Context: an optimization exercise on an open-source flow, tuned for small area. The choices shown serve that exercise and are no tape-out recipe.
RTL that was checked went through simulation tests only; none was proved equivalent to the original.
The RTL of run 1 was laid out without a check of its function.
In runs 1 and 3 to 9 the design's own scripts or RTL, not TritonCTS, make the clock network.
The clock port is modelled as an ideal driver, which makes a skipped or thinned clock tree look cheaper than it is; a real chip needs a root buffer or a tree.
Power figures rest on the tool's default switching activity, not on a simulated workload.

$ cat flow/flow/run.sh
#!/bin/bash
# Own layout flow: the standard flow (standard synthesis unchanged) with
#  - the smallest buffer (buf_1) on every input and output port,
#  - combinational cells downsized to drive strength 1 before the floorplan's
#    timing repair, which sizes back up whatever the timing needs,
#  - a single clock buffer from the clock port to all registers instead of
#    TritonCTS's H-tree (34 registers need no tree).
# Each tool's output lands in the ORFS logs under orfs/logs; make's own output
# goes to standard_flow.log here.
set -euo pipefail
F="$(cd "$(dirname "$0")" && pwd)"
export BUFFER_PORTS_ARGS="-buffer_cell sky130_fd_sc_hd__buf_1"
export PRE_FLOORPLAN_TCL="$F/downsize.tcl"
export PRE_CTS_TCL="$F/cts_single.tcl"
export CLOCK_BUFFER_CELL="${CLOCK_BUFFER_CELL:-sky130_fd_sc_hd__clkbuf_16}"
bash standard.sh finish > standard_flow.log 2>&1
$ cat flow/flow/cts_single.tcl
# Replace TritonCTS with one clock buffer: clk -> buffer -> every register.
set block [ord::get_db_block]
set db [ord::get_db]
set clknet [$block findNet clk]
set master [$db findMaster $::env(CLOCK_BUFFER_CELL)]
set buf [odb::dbInst_create $block $master clkbuf_root]
set newnet [odb::dbNet_create $block clknet_root]
$newnet setSigType CLOCK
foreach it [$clknet getITerms] {
  $it disconnect
  $it connect $newnet
}
[$buf findITerm A] connect $clknet
[$buf findITerm X] connect $newnet
set sx 0; set sy 0; set n 0
foreach it [$newnet getITerms] {
  set i [$it getInst]
  if {[$i getName] eq "clkbuf_root"} { continue }
  set bb [$i getBBox]
  incr sx [expr {([$bb xMin] + [$bb xMax]) / 2}]
  incr sy [expr {([$bb yMin] + [$bb yMax]) / 2}]
  incr n
}
$buf setLocation [expr {$sx / $n}] [expr {$sy / $n}]
$buf setPlacementStatus PLACED
puts "cts_single.tcl: $::env(CLOCK_BUFFER_CELL) drives $n clock pins"
proc clock_tree_synthesis {args} {
  puts "cts_single.tcl: clock_tree_synthesis skipped (single buffer inserted)"
}
$ cat flow/flow/downsize.tcl
# Downsize every combinational cell to its drive-strength-1 variant.
set n 0
foreach inst [get_cells *] {
  set ref [get_property $inst ref_name]
  if {[regexp {^(sky130_fd_sc_hd__([a-z0-9]+))_([0-9]+)$} $ref -> base fn drive]} {
    if {$drive == 1 || [string match df* $fn] || [string match *clk* $fn] || [string match conb $fn]} { continue }
    set cand [get_lib_cells -quiet */${base}_1]
    if {$cand ne ""} {
      replace_cell $inst [lindex $cand 0]
      incr n
    }
  }
}
puts "downsize.tcl: downsized $n cells"
$ cat flow/standard.sh
#!/bin/bash
# synth_recipe.tcl (not shown) runs the flow's synth.tcl, then flattens the netlist and writes it again
# the make line also repeats each setting of config.mk as NAME=value (left out here)
make -C /OpenROAD-flow-scripts/flow DESIGN_CONFIG=/design/flow/config.mk WORK_HOME=/design/flow/orfs CLKGATE_MAP_FILE= SYNTH_SCRIPT=/design/flow/synth_recipe.tcl "${@:-finish}"
$ cat flow/config.mk
export PLATFORM = sky130hd
export DESIGN_NAME = video
export DESIGN_NICKNAME = video
export VERILOG_FILES = /design/flow/design.v
export SDC_FILE = /design/flow/constraint.sdc
export NUM_CORES = 4
export LEC_CHECK = 0
export CAP_MARGIN = 20
export CORE_MARGIN = 2
export CORE_UTILIZATION = 40
export SLEW_MARGIN = 20
$ cat flow/constraint.sdc
create_clock -name core_clock -period 5.0 [get_ports {clk}]
set_input_delay 1.0000 -clock core_clock [delete_from_list [all_inputs] [get_ports {clk}]]
set_output_delay 1.0000 -clock core_clock [all_outputs]
set_load 0.01 [all_outputs]
$ cat flow/design.v
module video(input clk, reset,
             input [1:0] pixelmem_data,
             output [16:0] pixelmem_address,
             output reg [1:0] dacout);
reg [9:0]  k;
reg [16:0] a;
reg        blank;
assign pixelmem_address = {a[16:5], a[4:0] & {5{~blank}}};
reg [10:0] kc;
reg [17:0] ac;
reg [9:0]  k_inc;
reg [16:0] a_inc;
integer j;
wire vis   = ~blank;
wire a1i   = k[9] & (~k[8] | (~k[7] & ~k[6]));             
wire a1    = a1i | (~k[9] & kc[7]);                         
wire act   = k[9] | kc[7] | ~(k[7] | k[3] | k[2] | k[1]);   
wire hs    = ~k[9] & ((k[8] & ~k[6]) |
                      (k[6] & ~(k[5] | k[4] | k[3] | k[2])));  
wire at_end = ~k[9] & ~k[8] & kc[4];                        
wire last  = a[16] & a[13] & a[11] & a[10];                 
wire vsync = blank & (a[4] | a[3] | a[2] | a[1]);           
wire wrap  = vis & a1 & last;            
wire bstart = vis & at_end & last;       
wire bend  = blank & at_end & a[4] & a[2] & a[1];   
always @* begin
    kc[0] = 1'b1;
    for (j = 0; j < 10; j = j + 1) begin
        k_inc[j] = k[j] ^ kc[j];
        kc[j+1] = kc[j] & k[j];
    end
    ac[0] = (vis & a1i) | (blank & at_end);
    for (j = 0; j < 17; j = j + 1) begin
        a_inc[j] = a[j] ^ ac[j];
        ac[j+1] = ac[j] & a[j];
    end
end
always @(posedge clk) begin
    if (reset) begin
        k <= 10'd405;
        a <= 17'd0;
        blank <= 1'b0;
        dacout <= 2'b00;
    end else begin
        k <= k_inc | {1'b0, at_end, at_end, 4'b0, at_end, 1'b0, at_end};
        a <= a_inc & ~{wrap, 2'b00, wrap, 1'b0, wrap, wrap, 5'b0, {5{bend}}};
        blank <= bstart | (blank & ~bend);
        dacout[1] <= vis & a1 & pixelmem_data[1];
        dacout[0] <= (vis & a1) ? pixelmem_data[0] : ~(hs | (act & vsync));
    end
end
endmodule
==> flow_summary_export.csv, run 1 <==
group,metric,value,unit
drt,wl_per_cell,10.9,um
timing,finalMaxSlewViolations,0,
clock_network,post_cts_buffers,0,
timing,rsz0062_at_grt,"no",
pwr,power_leakage,0.704,nW
floorplanning,initial_utilization,0.409,
worst_hold_path,hold_class,"flip-flop to flip-flop",
critical_path,path_class,"flip-flop to flip-flop",
global_route,antenna_found_initial,0,
clock_network,clock_latency,170,ps
timing,finalSetupViolCount,0,
final_layout,drive_gt1_frac,0.0147,
critical_path,critPathCaptureType,"flip-flop",
drt,drc,0,
floorplanning,core,3280,um^2
timing,period_needed,4600,ps
yosys,ys_warn_count,1,
global_route,grt_pass1_vias,760,
final_layout,diodes,0,
flow_run,maxCapViolCount,0,
timing,fmaxAchievable,218,MHz
critical_path,cp_data_arrival_time,4670,ps
final_layout,final_common_cell,"dfxtp_1",
yosys,syn_nets,156,
floorplanning,io_pins,23,
critical_path,rrSetupSlack,400,ps
pwr,power_density,243,nW/um^2
placement,io_buffers,22,
floorplanning,dieArea,3840,um^2
final_layout,layout.nets,166,
run_status,status,"finished clean",
global_route,grt_remaining_overflow,0,
placement,place.gp.congestion,0.817,
clock_network,clk_pin_slew_worst_paths,110,ps
floorplanning,fp.dieH,61.9,um
critical_path,start_kind,"flip-flop",
worst_hold_path,whs_path_depth,1,
clock_network,hold_buffers,0,
critical_path,worst-r2r-cell-count,23,
drt,ant_nets,0,
pwr,ir_drop,0.145,mV
drt,viasPerCell,4.72,
timing,finalHoldViolCount,0,
drt,vias,859,
drt,drtIter0Drc,28,
timing,fin_setup_tns,0,ps
final_layout,final_cell_mix,"dfxtp_1 (30), ha_1 (24), buf_1 (22), nor2b_1 (19), and2_1 (10)",
drt,wl,1.98,mm
timing,slew-limit-headroom,0.415,
critical_path,worst-path-max-fanout,2,
clock_network,cts_resized,0,
timing,worst-slew-pin-transition,878,ps
timing,post-route-period-util,0.919,
floorplanning,dieWidth,61.9,um
global_route,grt_pass1_wl,3.26,mm
global_route,grt_start_max_net_pins,31,
timing,holdWs,404,ps
critical_path,cp.required,5070,ps
drt,dr.pass1.iters,4,
timing,fin_skew,3.56,ps
yosys,synth_cells,128,
floorplanning,rows,21,
global_route,globalRouteTotalUtil,0.109,
placement,hpwl,1.58,mm
-- worst max-delay path, cell delays in order, from the launching register on --
cell and delay [ps]:
dfxtp_1 330, ha_1 190, ha_1 170, ha_1 190, nor3b_1 150, a22o_1 260, ha_1 190, ha_1 180
ha_1 180, ha_1 180, ha_1 170, ha_1 180, ha_1 180, ha_1 190, ha_1 190, ha_1 180
ha_1 180, ha_1 180, ha_1 180, ha_1 180, ha_1 170, ha_1 190, xor2_1 160, and2_1 150
-- through the flow --
step                worst slack (ps)  utilization  power [mW]  std cells  instance area (um^2)
finish                           403        0.443       0.353        182                  1460
global route                     183        0.443       0.372        182                  1460
CTS                              361        0.443       0.337        182                  1460
detailed placement               371        0.435       0.265        181                  1430
global placement                 458        0.435       0.264        181                  1430
floorplan                        598            -       0.261        128                  1340
-- layer usage --
layer  track usage  wire length (um)  vias up
li1              -                 -      446
met1         0.129               891      395
met2         0.217               974       16
met3       0.00828                84        2
met4        0.0152                32        0
met5             0                 0        -
-- worst paths after layout --
path / startpoint / end
min: k[0]$_SDFF_PP1_ / k[0]$_SDFF_PP1_
min reg2reg: k[0]$_SDFF_PP1_ / k[0]$_SDFF_PP1_
max reg2reg: k[0]$_SDFF_PP1_ / a[16]$_SDFF_PP0_
max: k[0]$_SDFF_PP1_ / a[16]$_SDFF_PP0_
-- area by class of cell --
cell class	count	area, um^2
Sequential cell	30	601
Buffer	1	25.0
Tap cell	46	57.6
Timing Repair Buffer	23	90.1
Multi-Input combinational cell	82	682
Fill cell	338	1830
-- state kept, by name, indices dropped and copies added (netlist names) --
name / flops
dacout: 2
blank: 1
k: 10
a: 17
-- report_power, final --
part,switching [mW],internal [mW],total [mW]
clock network,0.0577,0.0372,0.0948
logic,0.00646,0.00580,0.0123
registers,0.00284,0.243,0.246
total,0.0670,0.286,0.353
==> inputs of run 2 (changes only) <==
==> flow/design.v (replaced) <==
module video(input clk, reset,
             input [1:0] pixelmem_data,
             output [16:0] pixelmem_address,
             output reg [1:0] dacout);
reg [9:0]  k;
reg [10:0] h;
reg [10:0] kc;
reg [11:0] hc;
reg [9:0]  k_inc;
reg [10:0] h_inc;
integer j;
wire last   = h[10] & h[7] & (h[6] | (h[5] & h[4]));       
wire blank  = last & (h[6] | h[3] | h[2] | h[1] | h[0]);   
wire vis    = ~blank;
wire vsync  = last & (h[6] | h[3] | h[2] | (h[1] & h[0]));  
wire a1i    = k[9] & (~k[8] | (~k[7] & ~k[6]));            
wire a1     = a1i | (~k[9] & kc[7]);                        
wire act    = k[9] | kc[7] | ~(k[7] | k[3] | k[2] | k[1]);  
wire hs     = ~k[9] & ((k[8] & ~k[6]) |
                       (k[6] & ~(k[5] | k[4] | k[3] | k[2])));  
wire at_end = ~k[9] & ~k[8] & kc[4];                       
wire wrap   = vis & a1 & last;            
wire bend   = at_end & last & h[6] & h[2] & h[1] & h[0];   
wire inc    = (vis & a1i & kc[6]) | (last & at_end);
wire lowon  = vis & a1i;                  
assign pixelmem_address = {h[10:7], h[6] & ~last, h[5:4] | {2{last}},
                           h[3:0] & {4{~last}}, k[5:0] & {6{lowon}}};
always @* begin
    kc[0] = 1'b1;
    for (j = 0; j < 10; j = j + 1) begin
        k_inc[j] = k[j] ^ kc[j];
        kc[j+1] = kc[j] & k[j];
    end
    hc[0] = inc;
    for (j = 0; j < 11; j = j + 1) begin
        h_inc[j] = h[j] ^ hc[j];
        hc[j+1] = hc[j] & h[j];
    end
end
always @(posedge clk) begin
    if (reset) begin
        k <= 10'd405;
        h <= 11'd0;
        dacout <= 2'b00;
    end else begin
        k <= k_inc | {1'b0, at_end, at_end, 4'b0, at_end, 1'b0, at_end};
        h <= (h_inc & ~{wrap, 2'b00, wrap, bend, wrap, wrap, bend, 3'b000})
                    | {5'b0, bend, bend, 4'b0};
        dacout[1] <= vis & a1 & pixelmem_data[1];
        dacout[0] <= (vis & a1) ? pixelmem_data[0] : ~(hs | (act & vsync));
    end
end
endmodule
==> flow/flow/run.sh (replaced) <==
#!/bin/bash
# Own layout flow: the standard flow (standard synthesis unchanged) with
#  - the synthesized logic re-mapped for area before the floorplan
#    (pre_floorplan.tcl, run as ORFS's PRE_FLOORPLAN_TCL hook),
#  - the smallest buffer (buf_1) on every input and output port,
#  - a single clock buffer from the clock port to all registers instead of
#    TritonCTS's H-tree (cts_single.tcl, run as the PRE_CTS_TCL hook).
# Each ORFS step writes its full log under orfs/logs; make's own output goes
# to standard_flow.log here.
set -euo pipefail
F="$(cd "$(dirname "$0")" && pwd)"
export BUFFER_PORTS_ARGS="-buffer_cell sky130_fd_sc_hd__buf_1"
export PRE_FLOORPLAN_TCL="$F/pre_floorplan.tcl"
export PRE_CTS_TCL="$F/cts_single.tcl"
export CLOCK_BUFFER_CELL="${CLOCK_BUFFER_CELL:-sky130_fd_sc_hd__clkbuf_16}"
bash standard.sh finish > standard_flow.log 2>&1
==> flow/flow/pre_floorplan.tcl (new file) <==
# Runs before the floorplan's timing repair (PRE_FLOORPLAN_TCL hook):
#  1. remove the buffers that synthesis's delay-oriented mapping inserted,
#  2. re-map the combinational logic for area with OpenROAD's restructure,
#  3. downsize what is left to drive strength 1.
# The floorplan's repair_timing then sizes up whatever the timing needs.
proc comb_area {} {
  set a 0
  foreach i [[ord::get_db_block] getInsts] {
    set m [$i getMaster]
    set a [expr {$a + [$m getWidth] * [$m getHeight]}]
  }
  return [expr {$a / 1e6}]
}
if {[env_var_exists_and_non_empty DONT_USE_CELLS]} {
  set_dont_use $::env(DONT_USE_CELLS)
}
puts "pre_floorplan.tcl: area after synthesis [comb_area]"
remove_buffers
puts "pre_floorplan.tcl: area after remove_buffers [comb_area]"
set rs_dir $::env(OBJECTS_DIR)/restructure
file mkdir $rs_dir
set tielo [join $::env(TIELO_CELL_AND_PORT) /]
set tiehi [join $::env(TIEHI_CELL_AND_PORT) /]
restructure -target area -liberty_file [lindex $::env(LIB_FILES) 0] \
  -tielo_port $tielo -tiehi_port $tiehi -work_dir $rs_dir \
  -abc_logfile $::env(LOG_DIR)/restructure_abc.log
puts "pre_floorplan.tcl: area after restructure [comb_area]"
set n 0
foreach inst [get_cells *] {
  set ref [get_property $inst ref_name]
  if {[regexp {^(sky130_fd_sc_hd__([a-z0-9]+))_([0-9]+)$} $ref -> base fn drive]} {
    if {$drive <= 1 || [string match df* $fn] || [string match conb $fn]} { continue }
    set cand [get_lib_cells -quiet */${base}_1]
    if {$cand ne "" && ![get_property [lindex $cand 0] dont_use]} {
      replace_cell $inst [lindex $cand 0]
      incr n
    }
  }
}
puts "pre_floorplan.tcl: downsized $n cells, area [comb_area]"
# refuse to go on with a cell the platform marks don't-use
foreach inst [[ord::get_db_block] getInsts] {
  set name [[$inst getMaster] getName]
  foreach pat $::env(DONT_USE_CELLS) {
    if {[string match $pat $name]} { error "pre_floorplan.tcl: don't-use cell $name in the netlist" }
  }
}
removed: flow/flow/downsize.tcl
==> flow_summary_export.csv, run 2 <==
group,metric,value,unit
yosys,ys_warn_count,1,
run_status,failing_step,"2_1_floorplan",
run_status,error,"Error: floorplan.tcl, 5 pre_floorplan.tcl: don't-use cell sky130_fd_sc_hd__lpflow_inputiso1p_1 in the netlist",
run_status,status,"stopped before the end",
==> inputs of run 3 (changes only) <==
--- a/flow/flow/run.sh
+++ b/flow/flow/run.sh
@@ -12,5 +12,5 @@
 export BUFFER_PORTS_ARGS="-buffer_cell sky130_fd_sc_hd__buf_1"
 export PRE_FLOORPLAN_TCL="$F/pre_floorplan.tcl"
 export PRE_CTS_TCL="$F/cts_single.tcl"
-export CLOCK_BUFFER_CELL="${CLOCK_BUFFER_CELL:-sky130_fd_sc_hd__clkbuf_16}"
+export CLOCK_BUFFER_CELL="${CLOCK_BUFFER_CELL:-sky130_fd_sc_hd__buf_12}"
 bash standard.sh finish > standard_flow.log 2>&1
==> flow/flow/filter_lib.py (new file) <==
#!/usr/bin/env python3
"""Copy a Liberty file without the cells whose names match any of the given
glob patterns (the platform's don't-use list), so that restructure's ABC
mapping cannot pick them."""
import fnmatch
import re
import sys

src, dst, pats = sys.argv[1], sys.argv[2], sys.argv[3:]
text = open(src).read()
out = []
pos = 0
dropped = 0
for m in re.finditer(r'\n(\s*)cell\s*\(\s*"?([A-Za-z0-9_]+)"?\s*\)\s*\{', text):
    if m.start() < pos:
        continue
    name = m.group(2)
    if not any(fnmatch.fnmatchcase(name, p) for p in pats):
        continue
    # skip to the matching closing brace
    depth = 0
    i = m.end() - 1
    while True:
        ch = text[i]
        if ch == '{':
            depth += 1
        elif ch == '}':
            depth -= 1
            if depth == 0:
                break
        i += 1
    out.append(text[pos:m.start()])
    pos = i + 1
    dropped += 1
out.append(text[pos:])
open(dst, 'w').write(''.join(out))
print(f"filter_lib.py: dropped {dropped} cells")
--- a/flow/flow/pre_floorplan.tcl
+++ b/flow/flow/pre_floorplan.tcl
@@ -21,7 +21,12 @@
 file mkdir $rs_dir
 set tielo [join $::env(TIELO_CELL_AND_PORT) /]
 set tiehi [join $::env(TIEHI_CELL_AND_PORT) /]
-restructure -target area -liberty_file [lindex $::env(LIB_FILES) 0] \
+# restructure's ABC reads the Liberty file itself and ignores set_dont_use,
+# so hand it a copy without the don't-use cells
+set rs_lib $rs_dir/no_dont_use.lib
+exec python3 [file join [file dirname [info script]] filter_lib.py] \
+  [lindex $::env(LIB_FILES) 0] $rs_lib {*}$::env(DONT_USE_CELLS) >@ stdout
+restructure -target area -liberty_file $rs_lib \
   -tielo_port $tielo -tiehi_port $tiehi -work_dir $rs_dir \
   -abc_logfile $::env(LOG_DIR)/restructure_abc.log
 puts "pre_floorplan.tcl: area after restructure [comb_area]"
--- a/flow/config.mk
+++ b/flow/config.mk
@@ -6,6 +6,6 @@
 export NUM_CORES = 4
 export LEC_CHECK = 0
 export CAP_MARGIN = 20
-export CORE_MARGIN = 2
-export CORE_UTILIZATION = 40
+export CORE_AREA = 2.76 2.72 72.22 72.08
+export DIE_AREA = 0 0 75 75
 export SLEW_MARGIN = 20
==> flow_summary_export.csv, run 3 <==
group,metric,value,unit
run_status,status,"finished clean",
yosys,syn_nets,130,
clock_network,clk_pin_slew_worst_paths,90,ps
pwr,seqPwrFrac,0.676,
floorplanning,initial_utilization,0.211,
floorplanning,rows,25,
global_route,grt_pass1_wl,3.75,mm
drt,viasPerCell,4.28,
drt,wl_per_cell,10.7,um
final_layout,reg.largest.list,"h: 11 flops, k: 10 flops, dacout: 2 flops",
critical_path,critPathCaptureType,"flip-flop",
clock_network,cts_resized,0,
yosys,syn_area,997,um^2
pwr,p_comb_frac,0.039,
floorplanning,io_pins,23,
pwr,power.switching,58.5,uW
worst_hold_path,worstHoldEndpoint,"k[0]$_SDFF_PP1_",
flow_run,maxCapViolCount,0,
critical_path,rrSetupSlack,2030,ps
pwr,power_density,236,nW/um^2
placement,place.gp.congestion,0.764,
drt,wl,2.31,mm
timing,finalMaxSlewViolations,0,
floorplanning,dieWidth,75,um
floorplanning,fp.dieH,75,um
pwr,p_sw_frac,0.208,
yosys,synth.avg_cell_area,7.91,um^2
final_layout,fillCellCount,521,
placement,io_buffers,22,
timing,rsz0062_at_grt,"no",
final_layout,final_common_cell,"dfxtp_1",
timing,finalHoldViolCount,0,
critical_path,startpoint,"h[5]$_SDFF_PP0_",
drt,dr.pass1.iters,4,
timing,fin_setup_tns,0,ps
final_layout,diodes,0,
pwr,ir_drop,0.123,mV
critical_path,r2r-end,"h[10]$_SDFF_PP0_",
worst_hold_path,hold_class,"flip-flop to flip-flop",
timing,holdWs,433,ps
timing,period_needed,2970,ps
critical_path,cp.required,5030,ps
yosys,synth_cells,126,
drt,drtIter0Drc,35,
worst_hold_path,whs_path_depth,1,
final_layout,layout.nets,156,
critical_path,worst-path-max-fanout,10,
clock_network,post_cts_buffers,0,
timing,fmaxAchievable,337,MHz
critical_path,path_class,"flip-flop to flip-flop",
critical_path,cp_data_arrival_time,2990,ps
final_layout,regMostFlops,"h",
drt,vias,928,
global_route,grt_pass1_vias,822,
clock_network,hold_buffers,0,
timing,finalSetupViolCount,0,
worst_hold_path,hold_start,"k[0]$_SDFF_PP1_",
global_route,antenna_found_initial,0,
final_layout,drive_gt1_frac,0.0133,
floorplanning,dieArea,5630,um^2
global_route,grt_remaining_overflow,0,
critical_path,start_kind,"flip-flop",
pwr,power_leakage,0.398,nW
final_layout,largest_reg_flops,11,
final_layout,syn2layout_area_growth,19.4,%
global_route,grt_start_max_net_pins,24,
yosys,ys_warn_count,1,
timing,worst-slew-pin-transition,561,ps
clock_network,clock_latency,130,ps
pwr,clkPwrFrac,0.284,
critical_path,reg2reg_from,"h[5]$_SDFF_PP0_",
floorplanning,core,4720,um^2
placement,hpwl,1.79,mm
timing,slew-limit-headroom,0.626,
pwr,p_int,223,uW
drt,drc,0,
timing,fin_skew,4.00,ps
critical_path,worst-r2r-cell-count,15,
timing,post-route-period-util,0.593,
drt,ant_nets,0,
final_layout,final_cell_mix,"dfxtp_1 (23), buf_1 (22), nor2_1 (19), clkinv_1 (18)",
global_route,globalRouteTotalUtil,0.0812,
run 3: how the worst max path moves through the flow:
stage                        to  slack, ps  cells after the start
6_report       h[10]$_SDFF_PP0_       2030                     15
5_1_grt        h[10]$_SDFF_PP0_       1630                     15
4_1_cts        h[10]$_SDFF_PP0_       2020                     15
3_5_place_dp   h[10]$_SDFF_PP0_       2040                     15
3_3_place_gp   h[10]$_SDFF_PP0_       2050                     15
2_1_floorplan  h[10]$_SDFF_PP0_       2400                     13
run 3: worst max-delay path, stage by stage (launching register included):
cell      delay (ps)
dfxtp_1          340
a21oi_1          160
nor3_1            60
buf_4            160
nor2b_1          140
or3_1            440
o21a_1           250
nor2_1           160
clkinv_1         100
nor2_1           170
nand3_1          140
nor2_1           210
and3_1           240
nand2_1           90
o21ai_0          150
a21oi_1           50
run 3: final cells by class:
type,instances,area (um^2),share of cell area
sequential,23,460,0.387
multi-input combinational,85,469,0.394
timing repair buffer,23,90.1,0.0756
buffer,1,20.0,0.0168
tap,67,83.8,0.0704
inverter,18,67.6,0.0567
run 3: per-stage QoR:
stage / worst slack (ps) / cell area (um^2) / util / instances / total power, mW
final: 2030 / 1190 / 0.252 / 217 / 0.282
after floorplan: 2400 / 997 / - / 126 / 0.201
after global routing: 1630 / 1190 / 0.252 / 217 / 0.292
after detailed placement: 2040 / 1170 / 0.248 / 216 / 0.206
after CTS: 2020 / 1190 / 0.252 / 217 / 0.266
after global placement: 2050 / 1170 / 0.248 / 216 / 0.206
run 3: metal layers:
layer / share of wire / track usage / wire length (um)
met1: 0.47 / 0.109 / 1100
met2: 0.44 / 0.143 / 1030
met3: 0.066 / 0.0107 / 153
met4: 0.015 / 0.00992 / 34
met5: 0 / 0 / 0
run 3: power groups by stage:
stage | Sequential, mW | Combinational (mW) | Clock, mW
floorplan | 0.194 | 0.00720 | 0
global placement | 0.194 | 0.0113 | 0
detailed placement | 0.195 | 0.0114 | 0
CTS | 0.195 | 0.0114 | 0.0600
global route | 0.191 | 0.0130 | 0.0879
finish | 0.190 | 0.0111 | 0.0801
==> inputs of run 4 (changes only) <==
--- a/flow/flow/run.sh
+++ b/flow/flow/run.sh
@@ -12,5 +12,5 @@
 export BUFFER_PORTS_ARGS="-buffer_cell sky130_fd_sc_hd__buf_1"
 export PRE_FLOORPLAN_TCL="$F/pre_floorplan.tcl"
 export PRE_CTS_TCL="$F/cts_single.tcl"
-export CLOCK_BUFFER_CELL="${CLOCK_BUFFER_CELL:-sky130_fd_sc_hd__buf_12}"
+export CLOCK_BUFFER_CELL="${CLOCK_BUFFER_CELL:-sky130_fd_sc_hd__buf_8}"
 bash standard.sh finish > standard_flow.log 2>&1
--- a/flow/config.mk
+++ b/flow/config.mk
@@ -8,4 +8,6 @@
 export CAP_MARGIN = 20
 export CORE_AREA = 2.76 2.72 72.22 72.08
 export DIE_AREA = 0 0 75 75
+export GPL_TIMING_DRIVEN = 0
+export PLACE_DENSITY = 0.9
 export SLEW_MARGIN = 20
==> flow_summary_export.csv, run 4 <==
group,metric,value,unit
run_status,status,"finished clean",
timing,finalSetupViolCount,0,
global_route,globalRouteTotalUtil,0.0793,
worst_hold_path,hold_start,"k[0]$_SDFF_PP1_",
floorplanning,io_pins,23,
final_layout,syn2layout_area_growth,18.2,%
critical_path,critPathCaptureType,"primary output",
worst_hold_path,hold_class,"flip-flop to flip-flop",
final_layout,final_cell_mix,"dfxtp_1 (23), buf_1 (22), nor2_1 (19), clkinv_1 (18)",
timing,worst-slew-pin-transition,898,ps
critical_path,cp.required,4000,ps
critical_path,r2r-end,"h[10]$_SDFF_PP0_",
flow_run,maxCapViolCount,0,
pwr,clkPwrFrac,0.258,
floorplanning,rows,25,
timing,finalMaxSlewViolations,0,
floorplanning,initial_utilization,0.211,
placement,hpwl,1.75,mm
pwr,seqPwrFrac,0.702,
clock_network,clock_latency,150,ps
floorplanning,dieArea,5630,um^2
global_route,grt_pass1_vias,860,
critical_path,worst-r2r-cell-count,13,
global_route,grt_pass1_wl,3.70,mm
drt,drtIter0Drc,18,
final_layout,reg.largest.list,"h: 11 flops, k: 10 flops, dacout: 2 flops",
pwr,p_sw_frac,0.214,
yosys,syn_nets,130,
final_layout,fillCellCount,510,
clock_network,clk_pin_slew_worst_paths,120,ps
timing,rsz0062_at_grt,"no",
clock_network,cts_resized,0,
timing,period_needed,3150,ps
drt,ant_nets,0,
yosys,syn_area,997,um^2
pwr,p_comb_frac,0.041,
critical_path,rrSetupSlack,1870,ps
final_layout,final_common_cell,"dfxtp_1",
drt,vias,963,
critical_path,cp_data_arrival_time,2150,ps
timing,fin_setup_tns,0,ps
final_layout,fin_util,0.250,
global_route,grt_start_max_net_pins,24,
timing,finalHoldViolCount,0,
global_route,antenna_found_initial,0,
yosys,synth.avg_cell_area,7.91,um^2
pwr,power_density,230,nW/um^2
critical_path,start_kind,"flip-flop",
clock_network,hold_buffers,0,
drt,wl,2.18,mm
placement,io_buffers,22,
drt,wl_per_cell,10.1,um
pwr,ir_drop,0.151,mV
floorplanning,fp.dieH,75,um
final_layout,layout.nets,155,
timing,fin_skew,5.12,ps
timing,fmaxAchievable,317,MHz
timing,holdWs,453,ps
pwr,power_leakage,0.390,nW
worst_hold_path,whs_path_depth,1,
critical_path,worst-path-max-fanout,10,
final_layout,regMostFlops,"h",
timing,post-route-period-util,0.630,
final_layout,drive_gt1_frac,0.00671,
floorplanning,dieWidth,75,um
final_layout,largest_reg_flops,11,
clock_network,post_cts_buffers,0,
yosys,ys_warn_count,1,
critical_path,reg2reg_from,"h[7]$_SDFF_PP0_",
placement,place.gp.congestion,0.836,
pwr,p_int,213,uW
pwr,power.switching,58.0,uW
final_layout,diodes,0,
timing,slew-limit-headroom,0.397,
yosys,synth_cells,126,
critical_path,path_class,"flip-flop to primary output",
global_route,grt_remaining_overflow,0,
drt,drc,0,
worst_hold_path,worstHoldEndpoint,"k[0]$_SDFF_PP1_",
drt,dr.pass1.iters,4,
floorplanning,core,4720,um^2
drt,viasPerCell,4.46,
run 4: how the worst max path moves through the flow:
| stage | from | to | slack (ps) | depth (start not counted) |
|---|---|---|---|---|
| after global routing | h[7]$_SDFF_PP0_ | h[10]$_SDFF_PP0_ | 1400 | 13 |
| after floorplan | h[7]$_SDFF_PP0_ | h[10]$_SDFF_PP0_ | 2400 | 13 |
| after detailed placement | h[7]$_SDFF_PP0_ | h[10]$_SDFF_PP0_ | 1880 | 13 |
| final | h[7]$_SDFF_PP0_ | pixelmem_address[5] | 1850 | 6 |
| after global placement | h[7]$_SDFF_PP0_ | h[10]$_SDFF_PP0_ | 1990 | 13 |
| after CTS | h[7]$_SDFF_PP0_ | h[10]$_SDFF_PP0_ | 1870 | 13 |
run 4: through the flow:
step                worst slack [ps]  power [mW]  area (um^2)  std cells
floorplan                       2400       0.201          997        126
global placement                1990       0.205         1160        215
detailed placement              1880       0.206         1160        215
CTS                             1870       0.257         1180        216
global route                    1400       0.279         1180        216
finish                          1850       0.271         1180        216
run 4: routing by layer:
| metal | global-route usage | wire length [um] | vias up |
|---|---|---|---|
| met4 | 0.00992 | 32 | 0 |
| met2 | 0.139 | 1020 | 20 |
| met1 | 0.106 | 1010 | 447 |
| met3 | 0.0107 | 114 | 4 |
| met5 | 0 | 0 | - |
| li1 | - | - | 492 |
run 4: area by class of cell:
class	count	area, um^2	area share
Buffer	1	15.0	0.0127
Inverter	18	67.6	0.0573
Multi-Input combinational cell	85	469	0.398
Sequential cell	23	460	0.391
Tap cell	67	83.8	0.0711
Timing Repair Buffer	22	82.6	0.0701
run 4: worst max-delay path, cell delays in order (launching register included):
cell and delay (ps):
dfxtp_1 410, clkinv_1 130, nor3_1 750, nor2b_1 240
or3_1 260, nor2b_1 80, buf_1 130
run 4: power by group through the flow:
stage | clock (mW) | sequential, mW | combinational [mW]
floorplan | 0 | 0.194 | 0.00720
global placement | 0 | 0.194 | 0.0108
detailed placement | 0 | 0.195 | 0.0112
CTS | 0.0507 | 0.195 | 0.0112
global route | 0.0750 | 0.191 | 0.0129
finish | 0.0699 | 0.190 | 0.0110
==> inputs of run 5 (changes only) <==
--- a/flow/flow/run.sh
+++ b/flow/flow/run.sh
@@ -12,5 +12,5 @@
 export BUFFER_PORTS_ARGS="-buffer_cell sky130_fd_sc_hd__buf_1"
 export PRE_FLOORPLAN_TCL="$F/pre_floorplan.tcl"
 export PRE_CTS_TCL="$F/cts_single.tcl"
-export CLOCK_BUFFER_CELL="${CLOCK_BUFFER_CELL:-sky130_fd_sc_hd__buf_8}"
+export CLOCK_BUFFER_CELL="${CLOCK_BUFFER_CELL:-sky130_fd_sc_hd__clkbuf_16}"
 bash standard.sh finish > standard_flow.log 2>&1
--- a/flow/config.mk
+++ b/flow/config.mk
@@ -8,6 +8,4 @@
 export CAP_MARGIN = 20
 export CORE_AREA = 2.76 2.72 72.22 72.08
 export DIE_AREA = 0 0 75 75
-export GPL_TIMING_DRIVEN = 0
-export PLACE_DENSITY = 0.9
 export SLEW_MARGIN = 20
==> flow_summary_export.csv, run 5 <==
group,metric,value,unit
floorplanning,io_pins,23,
final_layout,fin_util,0.253,
critical_path,rrSetupSlack,2040,ps
global_route,grt_remaining_overflow,0,
timing,post-route-period-util,0.593,
final_layout,drive_gt1_frac,0.0133,
timing,period_needed,2960,ps
timing,slew-limit-headroom,0.625,
timing,holdWs,432,ps
run_status,status,"finished clean",
drt,ant_nets,0,
critical_path,worst-path-max-fanout,10,
timing,setup_ws,2040,ps
pwr,ir_drop,0.130,mV
floorplanning,initial_utilization,0.211,
drt,dr.pass1.iters,4,
floorplanning,core,4720,um^2
final_layout,diodes,0,
global_route,grt_pass1_vias,822,
pwr,power_leakage,0.401,nW
pwr,power_density,239,nW/um^2
placement,pre_cts_ws,2040,ps
clock_network,clk_pin_slew_worst_paths,90,ps
clock_network,clock_latency,160,ps
critical_path,cp_data_arrival_time,3020,ps
clock_network,post_cts_buffers,0,
timing,worst-slew-pin-transition,562,ps
global_route,globalRouteTotalUtil,0.0812,
placement,place.gp.congestion,0.764,
final_layout,final_common_cell,"dfxtp_1",
yosys,ys_warn_count,1,
yosys,synth_cells,126,
clock_network,hold_buffers,0,
final_layout,reg.largest.list,"h: 11 flops, k: 10 flops, dacout: 2 flops",
final_layout,regMostFlops,"h",
critical_path,start_kind,"flip-flop",
flow_run,maxCapViolCount,0,
drt,drc,0,
timing,finalHoldViolCount,0,
floorplanning,dieWidth,75,um
final_layout,layout.nets,156,
final_layout,final_cell_mix,"dfxtp_1 (23), buf_1 (22), nor2_1 (19), clkinv_1 (18)",
drt,vias,929,
placement,io_buffers,22,
timing,rsz0062_at_grt,"no",
timing,fin_setup_tns,0,ps
yosys,syn_nets,130,
floorplanning,rows,25,
drt,wl_per_cell,10.6,um
global_route,grt_start_max_net_pins,24,
final_layout,fillCellCount,521,
timing,finalMaxSlewViolations,0,
yosys,synth.avg_cell_area,7.91,um^2
drt,drtIter0Drc,37,
timing,finalSetupViolCount,0,
drt,wl,2.31,mm
final_layout,largest_reg_flops,11,
timing,fmaxAchievable,337,MHz
critical_path,path_class,"flip-flop to flip-flop",
critical_path,critPathCaptureType,"flip-flop",
floorplanning,fp.dieH,75,um
critical_path,cp.required,5050,ps
yosys,syn_area,997,um^2
timing,fin_skew,5.76,ps
drt,viasPerCell,4.28,
global_route,grt_pass1_wl,3.75,mm
clock_network,cts_resized,0,
floorplanning,dieArea,5630,um^2
global_route,antenna_found_initial,0,
final_layout,syn2layout_area_growth,20.0,%
placement,hpwl,1.79,mm
worst_hold_path,hold_class,"flip-flop to flip-flop",
run 5: final timing paths:
check | to | from | cells after the start
setup / recovery | h[10]$_SDFF_PP0_ | h[5]$_SDFF_PP0_ | 15
setup reg to reg | h[10]$_SDFF_PP0_ | h[5]$_SDFF_PP0_ | 15
hold reg to reg | k[0]$_SDFF_PP1_ | k[0]$_SDFF_PP1_ | 1
hold / removal | k[0]$_SDFF_PP1_ | k[0]$_SDFF_PP1_ | 1
run 5: routing by layer:
layer | global-route usage | vias up | routed length, um
met2 | 0.143 | 23 | 1020
met1 | 0.109 | 412 | 1090
met4 | 0.00992 | 0 | 34
met3 | 0.0107 | 2 | 160
li1 | - | 492 | -
met5 | 0 | - | 0
run 5: stage by stage:
stage | instance area [um^2] | power (mW) | instances
after floorplan | 997 | 0.201 | 126
after global placement | 1170 | 0.206 | 216
after detailed placement | 1170 | 0.206 | 216
after CTS | 1200 | 0.270 | 217
after global routing | 1200 | 0.297 | 217
final | 1200 | 0.286 | 217
run 5: final cells by class:
cell class | instances | area (um^2) | share of cell area
flip-flops and latches | 23 | 460 | 0.385
inverters | 18 | 67.6 | 0.0565
multi-input cells | 85 | 469 | 0.392
repair buffers | 23 | 90.1 | 0.0753
well taps | 67 | 83.8 | 0.0701
plain buffers | 1 | 25.0 | 0.0209
run 5: critical path: stages, from the launching register on:
cell and delay (ps):
dfxtp_1 340, a21oi_1 160, nor3_1 60, buf_4 160
nor2b_1 140, or3_1 440, o21a_1 250, nor2_1 170
clkinv_1 100, nor2_1 160, nand3_1 140, nor2_1 210
and3_1 240, nand2_1 90, o21ai_0 150, a21oi_1 50
run 5: power breakdown:
group	leakage, nW	switching (mW)	total, mW	internal, mW
sequential	0.186	0.00384	0.190	0.187
combinational	0.202	0.00723	0.0111	0.00390
clock	0.0123	0.0474	0.0841	0.0367
total	0.401	0.0585	0.286	0.227
==> inputs of run 6 (changes only) <==
--- a/flow/design.v
+++ b/flow/design.v
@@ -10,9 +10,9 @@
 reg [10:0] h_inc;
 integer j;
 wire last   = h[10] & h[7] & (h[6] | (h[5] & h[4]));       
-wire blank  = last & (h[6] | h[3] | h[2] | h[1] | h[0]);   
+wire blank  = last & ((~h[6] & (h[3] | h[2] | h[1] | h[0])) | (h[6] & ~h[3]));  
 wire vis    = ~blank;
-wire vsync  = last & (h[6] | h[3] | h[2] | (h[1] & h[0]));  
+wire vsync  = last & ((~h[6] & (h[3] | h[2] | (h[1] & h[0]))) | (h[6] & ~h[3]));  
 wire a1i    = k[9] & (~k[8] | (~k[7] & ~k[6]));            
 wire a1     = a1i | (~k[9] & kc[7]);                        
 wire act    = k[9] | kc[7] | ~(k[7] | k[3] | k[2] | k[1]);  
@@ -20,9 +20,8 @@
                        (k[6] & ~(k[5] | k[4] | k[3] | k[2])));  
 wire at_end = ~k[9] & ~k[8] & kc[4];                       
 wire wrap   = vis & a1 & last;            
-wire bend   = at_end & last & h[6] & h[2] & h[1] & h[0];   
-wire inc    = (vis & a1i & kc[6]) | (last & at_end);
-wire lowon  = vis & a1i;                  
+wire inc    = (~last & a1i & kc[6]) | (last & at_end);
+wire lowon  = ~last & a1i;                  
 assign pixelmem_address = {h[10:7], h[6] & ~last, h[5:4] | {2{last}},
                            h[3:0] & {4{~last}}, k[5:0] & {6{lowon}}};
 always @* begin
@@ -44,8 +43,7 @@
         dacout <= 2'b00;
     end else begin
         k <= k_inc | {1'b0, at_end, at_end, 4'b0, at_end, 1'b0, at_end};
-        h <= (h_inc & ~{wrap, 2'b00, wrap, bend, wrap, wrap, bend, 3'b000})
-                    | {5'b0, bend, bend, 4'b0};
+        h <= h_inc & ~{wrap, 2'b00, wrap, wrap, 2'b00, wrap, 3'b000};
         dacout[1] <= vis & a1 & pixelmem_data[1];
         dacout[0] <= (vis & a1) ? pixelmem_data[0] : ~(hs | (act & vsync));
     end
==> flow/flow/run.sh (replaced) <==
#!/bin/bash
# Own layout flow: the standard flow (standard synthesis unchanged) with
#  - the synthesized logic re-mapped for area before the floorplan
#    (pre_floorplan.tcl, run as ORFS's PRE_FLOORPLAN_TCL hook),
#  - the smallest buffer (buf_1) on every input and output port,
#  - a few clock buffers from the clock port to the registers instead of
#    TritonCTS's H-tree (cts_single.tcl, run as the PRE_CTS_TCL hook).
# Each ORFS step writes its full log under orfs/logs; make's own output goes
# to standard_flow.log here.
set -euo pipefail
F="$(cd "$(dirname "$0")" && pwd)"
export BUFFER_PORTS_ARGS="-buffer_cell sky130_fd_sc_hd__buf_1"
export PRE_FLOORPLAN_TCL="$F/pre_floorplan.tcl"
export PRE_CTS_TCL="$F/cts_single.tcl"
export CLOCK_BUFFER_CELL="${CLOCK_BUFFER_CELL:-sky130_fd_sc_hd__clkbuf_4}"
export CLOCK_BUFFER_COUNT="${CLOCK_BUFFER_COUNT:-2}"
bash standard.sh finish > standard_flow.log 2>&1
==> flow/flow/cts_single.tcl (replaced) <==
# Replace TritonCTS's H-tree with CLOCK_BUFFER_COUNT clock buffers fed by the
# clock port, each driving one group of registers: the registers are split
# into equal groups along the axis on which they spread most, and each
# buffer is placed at its group's centroid (cts.tcl legalises it).
set block [ord::get_db_block]
set db [ord::get_db]
set clknet [$block findNet clk]
set master [$db findMaster $::env(CLOCK_BUFFER_CELL)]
set nbuf $::env(CLOCK_BUFFER_COUNT)
set sinks {}
foreach it [$clknet getITerms] {
  set bb [[$it getInst] getBBox]
  lappend sinks [list $it [expr {([$bb xMin] + [$bb xMax]) / 2}] [expr {([$bb yMin] + [$bb yMax]) / 2}]]
}
set xs [lmap s $sinks {lindex $s 1}]
set ys [lmap s $sinks {lindex $s 2}]
set dx [expr {[tcl::mathfunc::max {*}$xs] - [tcl::mathfunc::min {*}$xs]}]
set dy [expr {[tcl::mathfunc::max {*}$ys] - [tcl::mathfunc::min {*}$ys]}]
set axis [expr {$dx >= $dy ? 1 : 2}]
set sinks [lsort -integer -index $axis $sinks]
set n [llength $sinks]
for {set b 0} {$b < $nbuf} {incr b} {
  set lo [expr {$b * $n / $nbuf}]
  set hi [expr {($b + 1) * $n / $nbuf - 1}]
  set group [lrange $sinks $lo $hi]
  set buf [odb::dbInst_create $block $master clkbuf_root_$b]
  set net [odb::dbNet_create $block clknet_root_$b]
  $net setSigType CLOCK
  set sx 0; set sy 0
  foreach s $group {
    set it [lindex $s 0]
    $it disconnect
    $it connect $net
    incr sx [lindex $s 1]
    incr sy [lindex $s 2]
  }
  [$buf findITerm A] connect $clknet
  [$buf findITerm X] connect $net
  $buf setLocation [expr {$sx / [llength $group]}] [expr {$sy / [llength $group]}]
  $buf setPlacementStatus PLACED
  puts "cts_single.tcl: $::env(CLOCK_BUFFER_CELL) clkbuf_root_$b drives [llength $group] clock pins"
}
proc clock_tree_synthesis {args} {
  puts "cts_single.tcl: clock_tree_synthesis skipped (clock buffers inserted)"
}
--- a/flow/config.mk
+++ b/flow/config.mk
@@ -5,7 +5,10 @@
 export SDC_FILE = /design/flow/constraint.sdc
 export NUM_CORES = 4
 export LEC_CHECK = 0
+export ABC_AREA = 1
 export CAP_MARGIN = 20
 export CORE_AREA = 2.76 2.72 72.22 72.08
 export DIE_AREA = 0 0 75 75
+export GPL_TIMING_DRIVEN = 0
+export PLACE_DENSITY = 0.9
 export SLEW_MARGIN = 20
==> flow_summary_export.csv, run 6 <==
group,metric,value,unit
drt,wl,2.14,mm
global_route,grt_pass1_vias,822,
timing,slew-limit-headroom,0.442,
pwr,ir_drop,0.0667,mV
placement,io_buffers,22,
yosys,synth.avg_cell_area,7.79,um^2
critical_path,start_kind,"flip-flop",
floorplanning,dieArea,5630,um^2
critical_path,rrSetupSlack,1510,ps
critical_path,startpoint,"k[0]$_SDFF_PP1_",
clock_network,post_cts_buffers,0,
clock_network,clk_pin_slew_worst_paths,120,ps
floorplanning,rows,25,
drt,drtIter0Drc,32,
global_route,globalRouteTotalUtil,0.0721,
pwr,p_comb_frac,0.043,
timing,period_needed,3490,ps
critical_path,slowest_stage,"dfxtp_1",
yosys,synth_cells,126,
final_layout,final_cell_mix,"dfxtp_1 (23), buf_1 (22), nor2_1 (21), clkinv_1 (19), a21oi_1 (11)",
drt,viasPerCell,4.27,
critical_path,worst-r2r-cell-count,18,
timing,finalHoldViolCount,0,
critical_path,reg2reg_from,"k[0]$_SDFF_PP1_",
run_status,status,"finished clean",
global_route,grt_pass1_wl,3.31,mm
yosys,syn_area,981,um^2
global_route,grt_start_max_net_pins,13,
final_layout,layout.nets,156,
timing,fmaxAchievable,287,MHz
final_layout,fillCellCount,510,
timing,fin_setup_tns,0,ps
yosys,ys_warn_count,1,
clock_network,cts_resized,0,
pwr,p_int,210,uW
drt,wl_per_cell,9.84,um
critical_path,critPathBufInv,3,
timing,worst-slew-pin-transition,831,ps
final_layout,drive_gt1_frac,0.0133,
flow_run,maxCapViolCount,0,
critical_path,critPathCaptureType,"flip-flop",
timing,rsz0062_at_grt,"no",
worst_hold_path,hold_class,"flip-flop to flip-flop",
yosys,syn_nets,130,
pwr,power_density,230,nW/um^2
floorplanning,dieWidth,75,um
timing,fin_skew,9.83,ps
timing,finalSetupViolCount,0,
final_layout,regMostFlops,"h",
placement,hpwl,1.68,mm
final_layout,diodes,0,
critical_path,cp_cell_sequence,"clkinv_1 > nor3_1 > nand2_1 > nor2_1 > nand2_1 > nor2_1 > a21oi_1 > nor3_1 > clkinv_1 > nor2_1 > clkinv_1 > nor2_1 > nand4_1 > nor2_1 > and2_0 > nand2_1 > o21ai_0 > a21oi_1",
floorplanning,io_pins,23,
critical_path,critPathMaxStageDelay,400,ps
critical_path,cp_data_arrival_time,3570,ps
drt,dr.pass1.iters,4,
drt,drc,0,
final_layout,reg.largest.list,"h: 11 flops, k: 10 flops, dacout: 2 flops",
drt,vias,926,
timing,setup_ws,1510,ps
critical_path,r2r-end,"h[10]$_SDFF_PP0_",
floorplanning,core,4720,um^2
pwr,p_sw_frac,0.216,
final_layout,finish.instance_area,1160,um^2
timing,finalMaxSlewViolations,0,
final_layout,final_common_cell,"dfxtp_1",
critical_path,cp.required,5090,ps
timing,post-route-period-util,0.697,
critical_path,path_delay_family,"simple AND/OR/NAND/NOR gates",
critical_path,path_class,"flip-flop to flip-flop",
pwr,power.switching,57.8,uW
pwr,power_leakage,0.405,nW
critical_path,crit_cells,18,
critical_path,cpMostUsedCell,"nor2_1",
placement,pre_cts_ws,1570,ps
placement,place_area,1150,um^2
clock_network,hold_buffers,0,
pwr,clkPwrFrac,0.246,
global_route,grt_remaining_overflow,0,
final_layout,syn2layout_area_growth,18.5,%
critical_path,worst-path-max-fanout,4,
critical_path,worst_setup_path_endpoint,"h[10]$_SDFF_PP0_",
clock_network,clock_latency,180,ps
final_layout,largest_reg_flops,11,
drt,ant_nets,0,
floorplanning,fp.dieH,75,um
placement,place.gp.congestion,0.789,
pwr,seqPwrFrac,0.711,
global_route,antenna_found_initial,0,
floorplanning,initial_utilization,0.208,
==> run 6: final cells by class <==
class	instances	area, um^2	area share
Sequential cell	23	460	0.396
Multi-Input combinational cell	84	449	0.386
Tap cell	67	83.8	0.0721
Timing Repair Buffer	22	82.6	0.0710
Inverter	19	71.3	0.0614
Buffer	2	15.0	0.0129
==> run 6: power by group through the flow <==
stage               Sequential (mW)  Clock, mW  Combinational [mW]
floorplan                     0.194          0             0.00790
global placement              0.194          0              0.0114
detailed placement            0.194          0              0.0118
CTS                           0.195     0.0471              0.0117
global route                  0.191     0.0760              0.0137
finish                        0.190     0.0659              0.0116
==> run 6: worst register-to-register path, cell delays in order (launching register included) <==
cell and delay (ps):
dfxtp_1 400, clkinv_1 110, nor3_1 390, nand2_1 160, nor2_1 190, nand2_1 140
nor2_1 130, a21oi_1 70, nor3_1 280, clkinv_1 130, nor2_1 140, clkinv_1 110
nor2_1 230, nand4_1 220, nor2_1 180, and2_0 200, nand2_1 100, o21ai_0 160
a21oi_1 50
==> run 6: through the flow <==
stage	hold slack [ps]	power (mW)	instances	utilization
floorplan	388	0.202	126	-
global placement	400	0.206	215	0.243
detailed placement	411	0.206	215	0.243
CTS	411	0.253	217	0.246
global route	473	0.281	217	0.246
finish	435	0.268	217	0.246
==> run 6: worst min path at each step <==
stage | from | to | slack [ps] | cells after the start
finish | k[0]$_SDFF_PP1_ | k[0]$_SDFF_PP1_ | 430 | 1
global route | k[0]$_SDFF_PP1_ | k[0]$_SDFF_PP1_ | 470 | 1
CTS | k[0]$_SDFF_PP1_ | k[0]$_SDFF_PP1_ | 410 | 1
detailed placement | k[0]$_SDFF_PP1_ | k[0]$_SDFF_PP1_ | 410 | 1
global placement | k[0]$_SDFF_PP1_ | k[0]$_SDFF_PP1_ | 400 | 1
floorplan | k[0]$_SDFF_PP1_ | k[0]$_SDFF_PP1_ | 390 | 1
==> run 6: routing by layer <==
layer / wire (um) / global-route usage / vias up
li1: - / - / 489
met1: 972 / 0.0917 / 414
met2: 1040 / 0.130 / 20
met3: 90 / 0.00535 / 3
met4: 29 / 0.0218 / 0
met5: 0 / 0 / -
==> inputs of run 7 (changes only) <==
--- a/flow/flow/run.sh
+++ b/flow/flow/run.sh
@@ -12,6 +12,6 @@
 export BUFFER_PORTS_ARGS="-buffer_cell sky130_fd_sc_hd__buf_1"
 export PRE_FLOORPLAN_TCL="$F/pre_floorplan.tcl"
 export PRE_CTS_TCL="$F/cts_single.tcl"
-export CLOCK_BUFFER_CELL="${CLOCK_BUFFER_CELL:-sky130_fd_sc_hd__clkbuf_4}"
+export CLOCK_BUFFER_CELL="${CLOCK_BUFFER_CELL:-sky130_fd_sc_hd__buf_4}"
 export CLOCK_BUFFER_COUNT="${CLOCK_BUFFER_COUNT:-2}"
 bash standard.sh finish > standard_flow.log 2>&1
==> flow_summary_export.csv, run 7 <==
group,metric,value,unit
critical_path,slowest_stage,"dfxtp_1",
timing,finalHoldViolCount,0,
critical_path,critPathBufInv,3,
floorplanning,core,4720,um^2
placement,place_area,1150,um^2
floorplanning,dieArea,5630,um^2
flow_run,maxCapViolCount,0,
timing,period_needed,3470,ps
timing,fmaxAchievable,288,MHz
critical_path,rrSetupSlack,1530,ps
placement,io_buffers,22,
global_route,antenna_found_initial,0,
global_route,grt_pass1_wl,3.30,mm
drt,vias,922,
critical_path,cp_data_arrival_time,3520,ps
yosys,synth.avg_cell_area,7.79,um^2
timing,slew-limit-headroom,0.432,
global_route,globalRouteTotalUtil,0.0721,
final_layout,regMostFlops,"h",
pwr,ir_drop,0.0680,mV
pwr,power_density,232,nW/um^2
critical_path,worst-path-max-fanout,4,
final_layout,reg.largest.list,"h: 11 flops, k: 10 flops, dacout: 2 flops",
critical_path,start_kind,"flip-flop",
drt,met3WireLength,94,um
clock_network,clock_latency,150,ps
final_layout,final_cell_mix,"dfxtp_1 (23), buf_1 (22), nor2_1 (21), clkinv_1 (19), a21oi_1 (11)",
clock_network,clk_pin_slew_worst_paths,110,ps
critical_path,critPathCaptureType,"flip-flop",
drt,viasPerCell,4.25,
worst_hold_path,hold_start,"k[0]$_SDFF_PP1_",
run_status,status,"finished clean",
timing,fin_skew,8.53,ps
clock_network,hold_buffers,0,
drt,wl_met1,962,um
drt,top_layer,"met4",
critical_path,cp.required,5050,ps
pwr,fin_total_pwr,270,uW
global_route,grt_start_max_net_pins,13,
critical_path,critPathMaxStageDelay,390,ps
final_layout,fillCellCount,510,
final_layout,finish.instance_area,1160,um^2
drt,dr_wl_met2,1.04,mm
floorplanning,initial_utilization,0.208,
timing,worst-slew-pin-transition,845,ps
timing,post-route-period-util,0.694,
final_layout,final_common_cell,"dfxtp_1",
drt,wl,2.13,mm
floorplanning,io_pins,23,
timing,rsz0062_at_grt,"no",
floorplanning,rows,25,
drt,wl_per_cell,9.81,um
drt,ant_nets,0,
yosys,syn_nets,130,
final_layout,diodes,0,
timing,finalMaxSlewViolations,0,
critical_path,path_class,"flip-flop to flip-flop",
placement,place.gp.congestion,0.789,
final_layout,layout.nets,156,
drt,drtIter0Drc,32,
clock_network,cts_resized,0,
final_layout,drive_gt1_frac,0.0133,
yosys,synth_cells,126,
drt,dr.pass1.iters,4,
critical_path,reg2reg_from,"k[0]$_SDFF_PP1_",
worst_hold_path,hold_class,"flip-flop to flip-flop",
global_route,grt_remaining_overflow,0,
final_layout,largest_reg_flops,11,
drt,drc,0,
placement,hpwl,1.68,mm
floorplanning,dieWidth,75,um
critical_path,cp_cell_sequence,"clkinv_1 > nor3_1 > nand2_1 > nor2_1 > nand2_1 > nor2_1 > a21oi_1 > nor3_1 > clkinv_1 > nor2_1 > clkinv_1 > nor2_1 > nand4_1 > nor2_1 > and2_0 > nand2_1 > o21ai_0 > a21oi_1",
global_route,grt_pass1_vias,819,
critical_path,path_delay_family,"simple AND/OR/NAND/NOR gates",
yosys,syn_area,981,um^2
critical_path,startpoint,"k[0]$_SDFF_PP1_",
timing,fin_setup_tns,0,ps
timing,finalSetupViolCount,0,
yosys,ys_warn_count,1,
floorplanning,fp.dieH,75,um
clock_network,post_cts_buffers,0,
pwr,power_leakage,0.405,nW
final_layout,syn2layout_area_growth,18.5,%
critical_path,cpMostUsedCell,"nor2_1",
## run 7: cell types whose count changed in the layout (fill, tap and decap cells not counted), sizes merged
cell    change
buf         +2
clkbuf      -2
## run 7: final cells by class
cell class / instances / area [um^2] / share of cell area
Inverter: 19 / 71.3 / 0.0614
Tap cell: 67 / 83.8 / 0.0721
Multi-Input combinational cell: 84 / 449 / 0.386
Sequential cell: 23 / 460 / 0.396
Buffer: 2 / 15.0 / 0.0129
Timing Repair Buffer: 22 / 82.6 / 0.0710
## run 7: stage by stage
stage                     hold slack [ps]  setup WS, ps   util  instances
final                                 433          1530  0.246        217
after global routing                  471          1040  0.246        217
after CTS                             411          1540  0.246        217
after detailed placement              411          1570  0.243        215
after global placement                400          1720  0.243        215
after floorplan                       388          2090      -        126
## run 7: worst paths after layout
path	end	cells past startpoint
worst min-delay path	k[0]$_SDFF_PP1_	1
worst min register to register	k[0]$_SDFF_PP1_	1
worst max-delay path	h[10]$_SDFF_PP0_	18
worst max register to register	h[10]$_SDFF_PP0_	18
## run 7: layer usage
layer	track usage	up-vias
li1	-	489
met1	0.0917	409
met2	0.130	21
met3	0.00535	3
met4	0.0218	0
met5	0	-
## run 7: where the power goes
group	leakage [nW]	switching [mW]	internal, mW
clock	0.00961	0.0466	0.0211
combinational	0.209	0.00743	0.00419
sequential	0.186	0.00373	0.187
total	0.405	0.0578	0.212
==> inputs of run 8 (changes only) <==
--- a/flow/design.v
+++ b/flow/design.v
@@ -10,9 +10,10 @@
 reg [10:0] h_inc;
 integer j;
 wire last   = h[10] & h[7] & (h[6] | (h[5] & h[4]));       
-wire blank  = last & ((~h[6] & (h[3] | h[2] | h[1] | h[0])) | (h[6] & ~h[3]));  
+wire h1224  = h[10] & h[7] & h[6] & h[3];                 
+wire blank  = last & ~h1224;                              
 wire vis    = ~blank;
-wire vsync  = last & ((~h[6] & (h[3] | h[2] | (h[1] & h[0]))) | (h[6] & ~h[3]));  
+wire vsync  = last & (h[6] | h[3] | h[2] | (h[1] & h[0]));  
 wire a1i    = k[9] & (~k[8] | (~k[7] & ~k[6]));            
 wire a1     = a1i | (~k[9] & kc[7]);                        
 wire act    = k[9] | kc[7] | ~(k[7] | k[3] | k[2] | k[1]);  
@@ -20,8 +21,8 @@
                        (k[6] & ~(k[5] | k[4] | k[3] | k[2])));  
 wire at_end = ~k[9] & ~k[8] & kc[4];                       
 wire wrap   = vis & a1 & last;            
-wire inc    = (~last & a1i & kc[6]) | (last & at_end);
-wire lowon  = ~last & a1i;                  
+wire inc    = (vis & a1i & kc[6]) | (last & at_end);
+wire lowon  = vis & a1i;                  
 assign pixelmem_address = {h[10:7], h[6] & ~last, h[5:4] | {2{last}},
                            h[3:0] & {4{~last}}, k[5:0] & {6{lowon}}};
 always @* begin
==> flow_summary_export.csv, run 8 <==
group,metric,value,unit
run_status,status,"finished clean",
timing,post-route-period-util,0.692,
floorplanning,dieWidth,75,um
clock_network,clk_pin_slew_worst_paths,110,ps
timing,finalMaxSlewViolations,0,
drt,vias,920,
yosys,ys_warn_count,1,
critical_path,startpoint,"k[1]$_SDFF_PP0_",
worst_hold_path,hold_class,"flip-flop to flip-flop",
floorplanning,core,4720,um^2
drt,drtIter0Drc,19,
final_layout,finish.instance_area,1150,um^2
critical_path,critPathCaptureType,"flip-flop",
critical_path,start_kind,"flip-flop",
placement,hpwl,1.67,mm
critical_path,worst-path-max-fanout,4,
timing,period_needed,3460,ps
timing,finalSetupViolCount,0,
pwr,power_density,234,nW/um^2
critical_path,path_class,"flip-flop to flip-flop",
final_layout,layout.nets,155,
final_layout,diodes,0,
pwr,power_leakage,0.396,nW
yosys,syn_nets,129,
placement,io_buffers,22,
global_route,grt_pass1_wl,3.63,mm
floorplanning,fp.dieH,75,um
floorplanning,initial_utilization,0.205,
final_layout,final_common_cell,"dfxtp_1",
timing,slew-limit-headroom,0.534,
floorplanning,dieArea,5630,um^2
global_route,globalRouteTotalUtil,0.0779,
drt,wl_per_cell,9.78,um
critical_path,cp_data_arrival_time,3550,ps
drt,ant_nets,0,
timing,fin_setup_tns,0,ps
global_route,grt_pass1_vias,906,
yosys,syn_area,968,um^2
critical_path,reg2reg_from,"k[1]$_SDFF_PP0_",
final_layout,syn2layout_area_growth,18.7,%
clock_network,clock_latency,140,ps
flow_run,maxCapViolCount,0,
final_layout,reg.largest.list,"h: 11 flops, k: 10 flops, dacout: 2 flops",
timing,worst-slew-pin-transition,699,ps
yosys,synth_cells,125,
global_route,grt_start_max_net_pins,13,
drt,wl,2.11,mm
worst_hold_path,hold_start,"k[0]$_SDFF_PP1_",
final_layout,regMostFlops,"h",
clock_network,post_cts_buffers,0,
placement,place_area,1130,um^2
yosys,synth.avg_cell_area,7.75,um^2
drt,viasPerCell,4.26,
timing,rsz0062_at_grt,"no",
critical_path,cp.required,5090,ps
drt,dr.pass1.iters,4,
timing,fin_skew,0.786,ps
floorplanning,rows,25,
timing,finalHoldViolCount,0,
clock_network,cts_resized,0,
pwr,ir_drop,0.0881,mV
timing,fmaxAchievable,289,MHz
clock_network,hold_buffers,0,
final_layout,drive_gt1_frac,0.0134,
global_route,grt_remaining_overflow,0,
placement,place.gp.congestion,0.777,
final_layout,final_cell_mix,"dfxtp_1 (23), buf_1 (22), nor2_1 (20), clkinv_1 (19)",
global_route,antenna_found_initial,0,
floorplanning,io_pins,23,
final_layout,largest_reg_flops,11,
drt,drc,0,
run 8: area by class of cell:
class,count,area (um^2)
fillers,522,3570
flip-flops and latches,23,460
multi-input cells,83,437
well taps,67,83.8
repair buffers,22,82.6
inverters,19,71.3
plain buffers,2,15.0
run 8: stage by stage:
| stage | setup WS [ps] | hold slack, ps | total power [mW] | utilization | cells |
|---|---|---|---|---|---|
| 3_5_place_dp | 1600 | 412 | 0.206 | 0.240 | 214 |
| 2_1_floorplan | 2100 | 388 | 0.201 | - | 125 |
| 6_report | 1540 | 434 | 0.269 | 0.243 | 216 |
| 3_3_place_gp | 1690 | 401 | 0.205 | 0.240 | 214 |
| 5_1_grt | 1080 | 446 | 0.282 | 0.243 | 216 |
| 4_1_cts | 1570 | 412 | 0.254 | 0.243 | 216 |
run 8: final timing paths:
kind                                         end  slack, ps  cells past startpoint
worst max register to register  h[10]$_SDFF_PP0_       1540                     17
worst min register to register   k[0]$_SDFF_PP1_        430                      1
worst min-delay path             k[0]$_SDFF_PP1_        430                      1
worst max-delay path            h[10]$_SDFF_PP0_       1540                     17
run 8: worst max-delay path, stage by stage (launching register included):
cell	delay [ps]
dfxtp_1	410
clkinv_1	120
nor3_1	370
nand2_1	160
nor2_1	200
nand2_1	140
a2bb2oi_1	190
nor3_1	250
clkinv_1	130
nor2_1	150
clkinv_1	110
nor2_1	190
nand3_1	150
nor2_1	190
and3_1	220
and2_0	200
o21ai_0	100
a21oi_1	120
run 8: layer usage:
| layer | up-vias | track usage | wire, um |
|---|---|---|---|
| met5 | - | 0 | 0 |
| li1 | 477 | - | - |
| met4 | 0 | 0.0198 | 30 |
| met3 | 3 | 0.00803 | 79 |
| met1 | 425 | 0.0940 | 916 |
| met2 | 15 | 0.146 | 1090 |
run 8: where the power goes:
group          switching (mW)  internal [mW]
combinational         0.00693        0.00398
clock                  0.0463         0.0211
sequential            0.00382          0.187
==> inputs of run 9 (changes only) <==
--- a/flow/design.v
+++ b/flow/design.v
@@ -11,7 +11,7 @@
 integer j;
 wire last   = h[10] & h[7] & (h[6] | (h[5] & h[4]));       
 wire h1224  = h[10] & h[7] & h[6] & h[3];                 
-wire blank  = last & ~h1224;                              
+wire blank  = last & ~h1224;     
 wire vis    = ~blank;
 wire vsync  = last & (h[6] | h[3] | h[2] | (h[1] & h[0]));  
 wire a1i    = k[9] & (~k[8] | (~k[7] & ~k[6]));            
==> flow_summary_export.csv, run 9 <==
group,metric,value,unit
yosys,synth.avg_cell_area,7.75,um^2
clock_network,clock_latency,140,ps
floorplanning,io_pins,23,
yosys,synth_cells,125,
global_route,antenna_found_initial,0,
drt,wl_per_cell,9.78,um
critical_path,cpMostUsedCell,"nor2_1",
pwr,p_sw_frac,0.212,
timing,fin_skew,0.786,ps
yosys,syn_area,968,um^2
pwr,ir_drop,0.0881,mV
drt,drc,0,
final_layout,drive_gt1_frac,0.0134,
global_route,grt_pass1_wl,3.63,mm
critical_path,start_kind,"flip-flop",
timing,slew-limit-headroom,0.534,
clock_network,cts_resized,0,
timing,finalHoldViolCount,0,
critical_path,slowest_stage,"dfxtp_1",
timing,fin_setup_tns,0,ps
placement,hpwl,1.67,mm
run_status,status,"finished clean",
critical_path,critPathCaptureType,"flip-flop",
timing,finalMaxSlewViolations,0,
final_layout,diodes,0,
pwr,power_density,234,nW/um^2
timing,period_needed,3460,ps
critical_path,cp_cell_sequence,"clkinv_1 > nor3_1 > nand2_1 > nor2_1 > nand2_1 > a2bb2oi_1 > nor3_1 > clkinv_1 > nor2_1 > clkinv_1 > nor2_1 > nand3_1 > nor2_1 > and3_1 > and2_0 > o21ai_0 > a21oi_1",
pwr,p_comb_frac,0.041,
timing,holdWs,434,ps
critical_path,cp.required,5090,ps
timing,finalSetupViolCount,0,
final_layout,regMostFlops,"h",
timing,post-route-period-util,0.692,
drt,vias,920,
final_layout,final_common_cell,"dfxtp_1",
drt,drtIter0Drc,19,
critical_path,rrSetupSlack,1540,ps
timing,worst-slew-pin-transition,699,ps
drt,wl,2.11,mm
final_layout,largest_reg_flops,11,
pwr,clkPwrFrac,0.251,
critical_path,critPathMaxStageDelay,410,ps
flow_run,maxCapViolCount,0,
critical_path,path_class,"flip-flop to flip-flop",
pwr,power.switching,57.1,uW
floorplanning,fp.dieH,75,um
pwr,seqPwrFrac,0.708,
floorplanning,core,4720,um^2
yosys,ys_warn_count,1,
clock_network,hold_buffers,0,
critical_path,cp_data_arrival_time,3550,ps
floorplanning,dieArea,5630,um^2
placement,pre_cts_ws,1600,ps
timing,rsz0062_at_grt,"no",
yosys,syn_nets,129,
drt,viasPerCell,4.26,
floorplanning,initial_utilization,0.205,
global_route,grt_start_max_net_pins,13,
timing,setup_ws,1540,ps
clock_network,clk_pin_slew_worst_paths,110,ps
global_route,globalRouteTotalUtil,0.0779,
critical_path,worst-path-max-fanout,4,
final_layout,layout.nets,155,
global_route,grt_pass1_vias,906,
drt,dr.pass1.iters,4,
floorplanning,dieWidth,75,um
pwr,p_int,212,uW
placement,io_buffers,22,
final_layout,reg.largest.list,"h: 11 flops, k: 10 flops, dacout: 2 flops",
floorplanning,rows,25,
drt,ant_nets,0,
final_layout,fillCellCount,522,
placement,place.gp.congestion,0.777,
final_layout,final_cell_mix,"dfxtp_1 (23), buf_1 (22), nor2_1 (20), clkinv_1 (19)",
worst_hold_path,hold_class,"flip-flop to flip-flop",
global_route,grt_remaining_overflow,0,
final_layout,syn2layout_area_growth,18.7,%
timing,fmaxAchievable,289,MHz
clock_network,post_cts_buffers,0,
pwr,power_leakage,0.396,nW
## run 9: worst max-delay path: cells and delay by family (launching register included)
| family | cells | cell delay [ps] |
|---|---|---|
| simple gates | 11 | 2220 |
| compound gates | 3 | 410 |
| flops | 1 | 410 |
| buf+inv | 3 | 360 |
## run 9: layout make-up
class / count / area [um^2] / area share
buffer: 2 / 15.0 / 0.0131
inverter: 19 / 71.3 / 0.0620
multi-input combinational: 83 / 437 / 0.380
tap: 67 / 83.8 / 0.0729
sequential: 23 / 460 / 0.400
timing repair buffer: 22 / 82.6 / 0.0718
## run 9: path summary, 6_finish.rpt
kind / cells after the start / from / endpoint
worst max-delay path: 17 / k[1]$_SDFF_PP0_ / h[10]$_SDFF_PP0_
worst min-delay path: 1 / k[0]$_SDFF_PP1_ / k[0]$_SDFF_PP1_
worst max register to register: 17 / k[1]$_SDFF_PP0_ / h[10]$_SDFF_PP0_
worst min register to register: 1 / k[0]$_SDFF_PP1_ / k[0]$_SDFF_PP1_
## run 9: metrics by stage
| stage | utilization | area, um^2 | cells | power, mW |
|---|---|---|---|---|
| 2_1_floorplan | - | 968 | 125 | 0.201 |
| 3_3_place_gp | 0.240 | 1130 | 214 | 0.205 |
| 3_5_place_dp | 0.240 | 1130 | 214 | 0.206 |
| 4_1_cts | 0.243 | 1150 | 216 | 0.254 |
| 5_1_grt | 0.243 | 1150 | 216 | 0.282 |
| 6_report | 0.243 | 1150 | 216 | 0.269 |
## run 9: power by group through the flow
stage | Clock (mW) | Combinational (mW) | Sequential, mW
2_1_floorplan | 0 | 0.00740 | 0.194
3_3_place_gp | 0 | 0.0107 | 0.194
3_5_place_dp | 0 | 0.0110 | 0.195
4_1_cts | 0.0488 | 0.0110 | 0.195
5_1_grt | 0.0785 | 0.0124 | 0.191
6_report | 0.0675 | 0.0109 | 0.190
## run 9: per-layer routing
metal	share of wire	wire (um)	vias to the layer above	global-route usage
met5	0	0	-	0
met4	0.014	30	0	0.0198
met3	0.037	79	3	0.00803
met2	0.51	1090	15	0.146
met1	0.43	916	425	0.0940
li1	-	-	477	-

Setup slack of run 9, layout unchanged: 1.540 ns with ideal ports, 1.540 ns with driving cells assumed (clock clkbuf_16, inputs buf_2), 1.540 ns with port delays also shifted by the 0.171 ns mid clock arrival.
